From an optimization exercise on the open Yosys and OpenROAD flow, aimed at small area, a short achievable clock period and few clock cycles; shortcuts taken in it are not production practice. RTL that was checked went through simulation tests only; none was proved equivalent to the original. Power is estimated from default activity; no workload was simulated.

run 1:
## infix_calc
module infix_calc
(
    input  wire       CLK,
    input  wire       RST,
    output reg        BUSY,
    input  wire [7:0] INPUT_SIGN,
    input  wire       SIGN_STB,
    input  wire [7:0] INPUT_NUMBER,
    input  wire       NUMBER_STB,
    output wire [7:0] OUT,
    output reg        OUT_STB
);
For scale: about 480 cells after synthesis, roughly 62 flip-flops, ~30 I/O pins.
Settings: LEC_CHECK=0, CAP_MARGIN=20, CORE_MARGIN=2, CORE_UTILIZATION=40, SLEW_MARGIN=20; clock period 13.0 ns.
standard.sh (not shown) runs the stock make flow with config.mk's settings and CLKGATE_MAP_FILE= SYNTH_SCRIPT=/design/flow/synth_recipe.tcl, a recipe that flattens the netlist after the stock synthesis.
==> flow/flow/run.sh <==
#!/bin/bash
# Standard ORFS layout at the design's clock and constraints, with: the standard
# synthesis script except for ABC's mapping script (flow/abc.script, area-oriented),
# a larger setup target for the timing repair, plain buffers on the ports and clock
# tree options (see params.sh).
set -euo pipefail
source flow/params.sh
export MY_ABC_SCRIPT=$PWD/flow/abc.script
bash standard.sh SYNTH_SCRIPT=$PWD/flow/synth.tcl SETUP_SLACK_MARGIN=$SETUP_MARGIN "BUFFER_PORTS_ARGS=-buffer_cell $PORT_BUF" "CTS_ARGS=$CTS" $EXTRA finish > make.log 2>&1
==> flow/flow/abc.script <==
strash
dch
map -a
topo
stime -c
buffer -c
upsize -c
dnsize -c
==> flow/flow/params.sh <==
SETUP_MARGIN=9.3
EXTRA="ABC_AREA=1"
CTS="-sink_clustering_enable -repair_clock_nets -dont_use_dummy_load"
PORT_BUF=sky130_fd_sc_hd__buf_2
==> flow/flow/synth.tcl <==
# Yosys synthesis: the standard synthesis script (synth_recipe.tcl), with ABC run
# on the script named by MY_ABC_SCRIPT instead of ORFS's own.
proc synth {args} { yosys synth -nofsm -noshare {*}$args }
proc abc {args} {
  if {[info exists ::env(MY_ABC_SCRIPT)] && $::env(MY_ABC_SCRIPT) ne ""} {
    set i [lsearch -exact $args -script]
    if {$i >= 0} { lset args [expr {$i + 1}] $::env(MY_ABC_SCRIPT) }
  }
  yosys abc {*}$args
}
source $::env(SCRIPTS_DIR)/synth.tcl
# left out here: clear keep_hierarchy, flatten, clean up, hide names made inside functions, write 1_2_yosys.v
Testbench counts of run 1, summed over its fixed seeds: cycles 14,680.
Input changes introduced in run 2 (baseline for comparison: run 1):
==> flow/flow/run.sh <==
#!/bin/bash
# Standard ORFS layout at the design's clock and constraints, with a larger setup
# target for the timing repair, plain buffers on the ports and clock tree options
# (see params.sh).
set -euo pipefail
source flow/params.sh
bash standard.sh SETUP_SLACK_MARGIN=$SETUP_MARGIN "BUFFER_PORTS_ARGS=-buffer_cell $PORT_BUF" "CTS_ARGS=$CTS" $EXTRA finish > make.log 2>&1
==> flow/flow/params.sh <==
SETUP_MARGIN=9.05
EXTRA="ABC_AREA=1"
CTS="-sink_clustering_enable -repair_clock_nets -dont_use_dummy_load"
PORT_BUF=sky130_fd_sc_hd__buf_2
removed: flow/flow/abc.script
removed: flow/flow/synth.tcl
[summary]
What run 1 reported for routed length on met1 has to be multiplied by 0.946 to get the figure for run 2. Leading cell type in the layout, fill and taps excluded: nand2_1 -> run 2, buf_4 -> run 1. Run 2: synthesized area divided by synthesized cell count about 10% below run 1. Diff run 2..run 1 | worst slew margin relative to its limit | negligible. Going from run 1 to run 2, power share of the combinational group went down, internal power dropped 16%, sequential cell area was more or less identical, clock network fraction of total power up 5.0 points. Re die width: run 2 is 3.9 um up on run 1.
Inputs modified between run 2 and run 3:
==> flow/flow/run.sh <==
#!/bin/bash
# Standard ORFS layout at the design's clock and constraints, with a larger setup
# target for the timing repair (see params.sh).
set -euo pipefail
source flow/params.sh
bash standard.sh SETUP_SLACK_MARGIN=$SETUP_MARGIN $EXTRA finish > make.log 2>&1
==> flow/flow/params.sh <==
SETUP_MARGIN=9.0
EXTRA="ABC_AREA=1"
[summary]
Between run 3 and run 2, it is run 3 whose met3 layer usage reported by global route is lower, by 0.53 points. Per the comparison of run 3 with run 2, minimum period implied by the final worst setup slack saw an increase, worst endpoint data arrival time saw a decrease, worst setup slack saw a decrease.
For run 4, these inputs were changed with respect to run 3:
==> flow/flow/run.sh <==
#!/bin/bash
# Standard ORFS layout at the design's clock and constraints, with a larger setup
# target for the timing repair, plain buffers on the ports and clock tree options
# (see params.sh).
set -euo pipefail
source flow/params.sh
bash standard.sh SETUP_SLACK_MARGIN=$SETUP_MARGIN "BUFFER_PORTS_ARGS=-buffer_cell $PORT_BUF" "CTS_ARGS=$CTS" $EXTRA finish > make.log 2>&1
==> flow/flow/params.sh <==
SETUP_MARGIN=9.5
EXTRA="ABC_AREA=1"
CTS="-sink_clustering_enable -repair_clock_nets -dont_use_dummy_load"
PORT_BUF=sky130_fd_sc_hd__buf_2
==> comparison <==
After detailed routing, run 3 needs less wire than run 4. | final standard cell utilization of the core | lower: run 3 |. Delta (run 4 minus run 3): post-route standard cell area excluding fillers shows an increase of 690 um^2, arrival time at the worst endpoint shows an increase of 2.62 ns.
## Diff of input files: run 5 against run 4
==> flow/flow/params.sh <==
SETUP_MARGIN=9.0
EXTRA="ABC_AREA=1 CORE_UTILIZATION=50"
CTS="-sink_clustering_enable -repair_clock_nets -dont_use_dummy_load"
PORT_BUF=sky130_fd_sc_hd__buf_2
### Flow results
Changes observed in run 5 relative to run 4: multi-input gate count -0.49%; number of hold buffers added after cts saw little to no change; worst hold slack increased by 0.0043 ns relative to the old numbers; part of the total power dissipated in combinational logic saw a decrease. Run 5 vs run 4 — multi-input logic portion of the cell area rose 0.97 points. Delta (run 5 minus run 4): clock group share of total power saw an increase, routability congestion estimate saw an increase.
Input-level comparison between run 6 and run 5:
==> flow/flow/params.sh <==
SETUP_MARGIN=9.3
EXTRA="ABC_AREA=1"
CTS="-sink_clustering_enable -repair_clock_nets -dont_use_dummy_load"
PORT_BUF=sky130_fd_sc_hd__buf_2
Findings:
Compared to run 5, run 6 has core utilization 8.1 points lower. Time the worst path needs with I/O delays and setup in run 6 is 0.086 ns below run 5. Run 6 reports a higher post-CTS setup buffer count than run 5 does. Delta (run 6 minus run 5): via count of the first global-routing pass rose by 76, horizontal extent of the die +11 um, average detailed-routed wire length per instance shrank by 0.91%, area of all placed cells without fillers picked up an extra 7.3%. For run 5, the launching element of the worst setup path was m_div, unlike run 6, where it was r_val[6]. On power per cell area: between run 6 and run 5, it ends up higher for run 5.

========
Another version of the RTL of infix_calc (not shown whole).
For scale: ~650 cells after synthesis, about 0.0051 mm² of cells after synthesis.
Settings: LEC_CHECK=0, CAP_MARGIN=20, CORE_MARGIN=2, CORE_UTILIZATION=40, SLEW_MARGIN=20; clock period 13.0 ns.
==> flow/flow/run.sh <==
#!/bin/bash
# Standard ORFS layout at the design's clock and constraints, with a larger setup
# target for the timing repair (see params.sh).
set -euo pipefail
source flow/params.sh
bash standard.sh SETUP_SLACK_MARGIN=$SETUP_MARGIN $EXTRA finish > make.log 2>&1
==> flow/flow/params.sh <==
SETUP_MARGIN=9.3
EXTRA="ABC_AREA=1"
Then changed:
==> flow/flow/run.sh (replaced) <==
#!/bin/bash
# Standard ORFS layout at the design's clock and constraints, with a larger setup
# target for the timing repair and a faster ABC mapping target.
set -euo pipefail
source flow/params.sh
bash standard.sh SETUP_SLACK_MARGIN=$SETUP_MARGIN ABC_CLOCK_PERIOD_IN_PS=$ABC_PS finish > make.log 2>&1
==> flow/flow/params.sh (replaced) <==
SETUP_MARGIN=9.3
ABC_PS=4000
Total power is higher by 3.2%; clock skew hardly moves; global-route usage is higher by 0.33 points; worst hold slack is about the same; worst setup slack gets worse by 320 ps; area after synthesis is lower by 6.2%; flip-flop and latch count stays the same; die area is lower by 6.0%; final area is lower by 2.8%; non-clock buffer count is higher by 11.
No functional check of the RTL was part of any run of this note.

========
RTL: one of the versions met above, not the one the previous note started from.
For scale: about 570 cells after synthesis, about 62 flip-flops, roughly 30 I/O pins.
==> flow/config.mk <==
export PLATFORM = sky130hd
export DESIGN_NAME = infix_calc
export DESIGN_NICKNAME = infix_calc
export VERILOG_FILES = /design/flow/design.v
export SDC_FILE = /design/flow/constraint.sdc
export NUM_CORES = 4
export LEC_CHECK = 0
export CAP_MARGIN = 20
export CORE_MARGIN = 2
export CORE_UTILIZATION = 40
export SLEW_MARGIN = 20
==> flow/constraint.sdc <==
create_clock -name core_clock -period 13.0 [get_ports {CLK}]
set_input_delay 2.6000 -clock core_clock [delete_from_list [all_inputs] [get_ports {CLK}]]
set_output_delay 2.6000 -clock core_clock [all_outputs]
set_load 0.01 [all_outputs]
==> flow/flow/run.sh <==
#!/bin/bash
# Standard ORFS layout at the design's clock and constraints, with a larger setup
# target for the timing repair and plain buffers on the ports (see params.sh).
set -euo pipefail
source flow/params.sh
bash standard.sh SETUP_SLACK_MARGIN=$SETUP_MARGIN "BUFFER_PORTS_ARGS=-buffer_cell $PORT_BUF" $EXTRA finish > make.log 2>&1
==> flow/flow/params.sh <==
SETUP_MARGIN=9.3
EXTRA="ABC_AREA=1 CORE_UTILIZATION=50"
PORT_BUF=sky130_fd_sc_hd__buf_2
The starting point produced a clean layout.
Testbench counts at the start, summed over its fixed seeds: cycles 14,680.
Next try:
==> flow/flow/run.sh (replaced) <==
#!/bin/bash
# Standard ORFS layout at the design's clock and constraints, with a larger setup
# target for the timing repair, plain buffers on the ports and clock tree options
# (see params.sh).
set -euo pipefail
source flow/params.sh
bash standard.sh SETUP_SLACK_MARGIN=$SETUP_MARGIN "BUFFER_PORTS_ARGS=-buffer_cell $PORT_BUF" "CTS_ARGS=$CTS" $EXTRA finish > make.log 2>&1
==> flow/flow/params.sh (replaced) <==
SETUP_MARGIN=8.95
EXTRA="ABC_AREA=1"
CTS="-sink_clustering_enable -repair_clock_nets -dont_use_dummy_load"
PORT_BUF=sky130_fd_sc_hd__buf_2
Cell count goes up by 0.40%.
Via count goes down by 3.3%.
Global-route usage is lower by 4.5 points.
Synthesized area stays the same.
Sequential power is about the same.
Worst hold slack hardly moves.
Next try:
--- a/flow/flow/params.sh
+++ b/flow/flow/params.sh
@@ -1,2 +1,2 @@
-SETUP_MARGIN=8.95
+SETUP_MARGIN=8.0
 EXTRA="ABC_AREA=1"
Non-clock buffer count went down by 15.
Worst setup slack is worse by 600 ps.
Fmax went down by roughly a tenth.
Cell area went down by a few percent.
Register-to-register slack is worse by 600 ps.
Area after synthesis does not change.
Final cell count went down by a few percent.
First-iteration DRC count went up by about a fifth.
Routed wire length went down by a few percent.
Next try:
--- a/flow/flow/params.sh
+++ b/flow/flow/params.sh
@@ -1,2 +1,2 @@
-SETUP_MARGIN=8.0
+SETUP_MARGIN=9.1
 EXTRA="ABC_AREA=1"
The changed run finished with timing, DRC and antenna clean.
Synthesized cell count does not change.
Core utilization goes up by 2.6 points.
Sequential share of layout area goes down by 1.5 points.
Synthesized area is unchanged.
Total power goes up by 2.1%.
Die area does not change.
Cell area goes up by 5.8%.
Fmax goes up by 17%.
Cell count goes up by 2.4%.
Next try:
==> flow/flow/params.sh (replaced) <==
SETUP_MARGIN=9.0
EXTRA="ABC_AREA=1 CORE_UTILIZATION=30"
CTS="-sink_clustering_enable -repair_clock_nets -dont_use_dummy_load"
PORT_BUF=sky130_fd_sc_hd__buf_2
Result: Total power rose by 15%; synthesized area does not change; critical path depth does not change.
Next try:
==> flow/flow/run.sh (replaced) <==
#!/bin/bash
# Standard ORFS layout at the design's clock and constraints, with a larger setup
# target for the timing repair (see params.sh).
set -euo pipefail
source flow/params.sh
bash standard.sh SETUP_SLACK_MARGIN=$SETUP_MARGIN $EXTRA finish > make.log 2>&1
==> flow/flow/params.sh (replaced) <==
SETUP_MARGIN=9.3
EXTRA="ABC_AREA=1"
After rerunning:
- die area goes down by 24%
- register-to-register slack is better by 180 ps
- count of clock-buffer cells in the layout is unchanged
- area after synthesis does not change
- clock skew decreases by 3.4 ps
- utilization is higher by 16 points
- routed wire length rose by 11%
- setup slack is better by 120 ps
- global-route usage grows by 5.3 points
- via count rose by 7.4%

[static timing again, ports no longer ideal]
The results above use ideal ports. As a check the final layouts listed here were re-extracted and re-timed, cells and wires unchanged.
Step 1 sets driving cells, clkbuf_16 on the clock port and buf_2 on the other inputs (assumed; they add their load-dependent delay and slew).
Step 2 moves the port delays by t, midway between the first and last clock arrival at a register: inputs arrive t later, outputs are due t later. That takes back most of the time a late clock gives input paths.
Slacks: ideal / step 1 / step 2; pairs: ideal / step 1.
| run | t, ns | slack for setup (ns) | clock arrival spread, ns | slew at the worst register clock pin (ns) |
|---|---|---|---|---|
| run 1 | 0.351 | 8.858 / 8.858 / 8.858 | 0.025 / 0.025 | 0.07 / 0.07 |
| run 2 | 0.346 | 9.270 / 9.270 / 9.270 | 0.023 / 0.023 | 0.07 / 0.07 |
| run 3 | 0.358 | 9.084 / 9.056 / 9.009 | 0.011 / 0.011 | 0.07 / 0.07 |
| run 4 | 0.363 | 9.273 / 9.273 / 9.273 | 0.020 / 0.020 | 0.07 / 0.07 |
| run 5 | 0.350 | 9.210 / 9.210 / 9.210 | 0.026 / 0.026 | 0.07 / 0.07 |
| run 6 | 0.358 | 9.295 / 9.295 / 9.295 | 0.026 / 0.026 | 0.07 / 0.07 |
| the first run of note 2 | 0.356 | 9.094 / 9.094 / 9.028 | 0.006 / 0.006 | 0.06 / 0.06 |
| the second run of note 2 | 0.365 | 8.778 / 8.778 / 8.778 | 0.007 / 0.006 | 0.06 / 0.06 |
| the first run of note 3 | 0.367 | 9.236 / 9.236 / 9.236 | 0.015 / 0.015 | 0.09 / 0.09 |
| the second run of note 3 | 0.344 | 9.207 / 9.207 / 9.207 | 0.025 / 0.025 | 0.07 / 0.07 |
| the third run of note 3 | 0.344 | 8.611 / 8.611 / 8.611 | 0.024 / 0.025 | 0.07 / 0.07 |
| the fourth run of note 3 | 0.349 | 9.236 / 9.236 / 9.236 | 0.022 / 0.022 | 0.07 / 0.07 |
| the fifth run of note 3 | 0.358 | 9.243 / 9.243 / 9.243 | 0.018 / 0.018 | 0.06 / 0.06 |
| the sixth run of note 3 | 0.368 | 9.358 / 9.329 / 9.084 | 0.014 / 0.014 | 0.09 / 0.09 |
After both steps setup and hold are still met in every run listed. For the sixth run of note 3, which loses most, drivers alone change the setup slack by -0.029 ns; drivers and shift together by -0.274 ns.
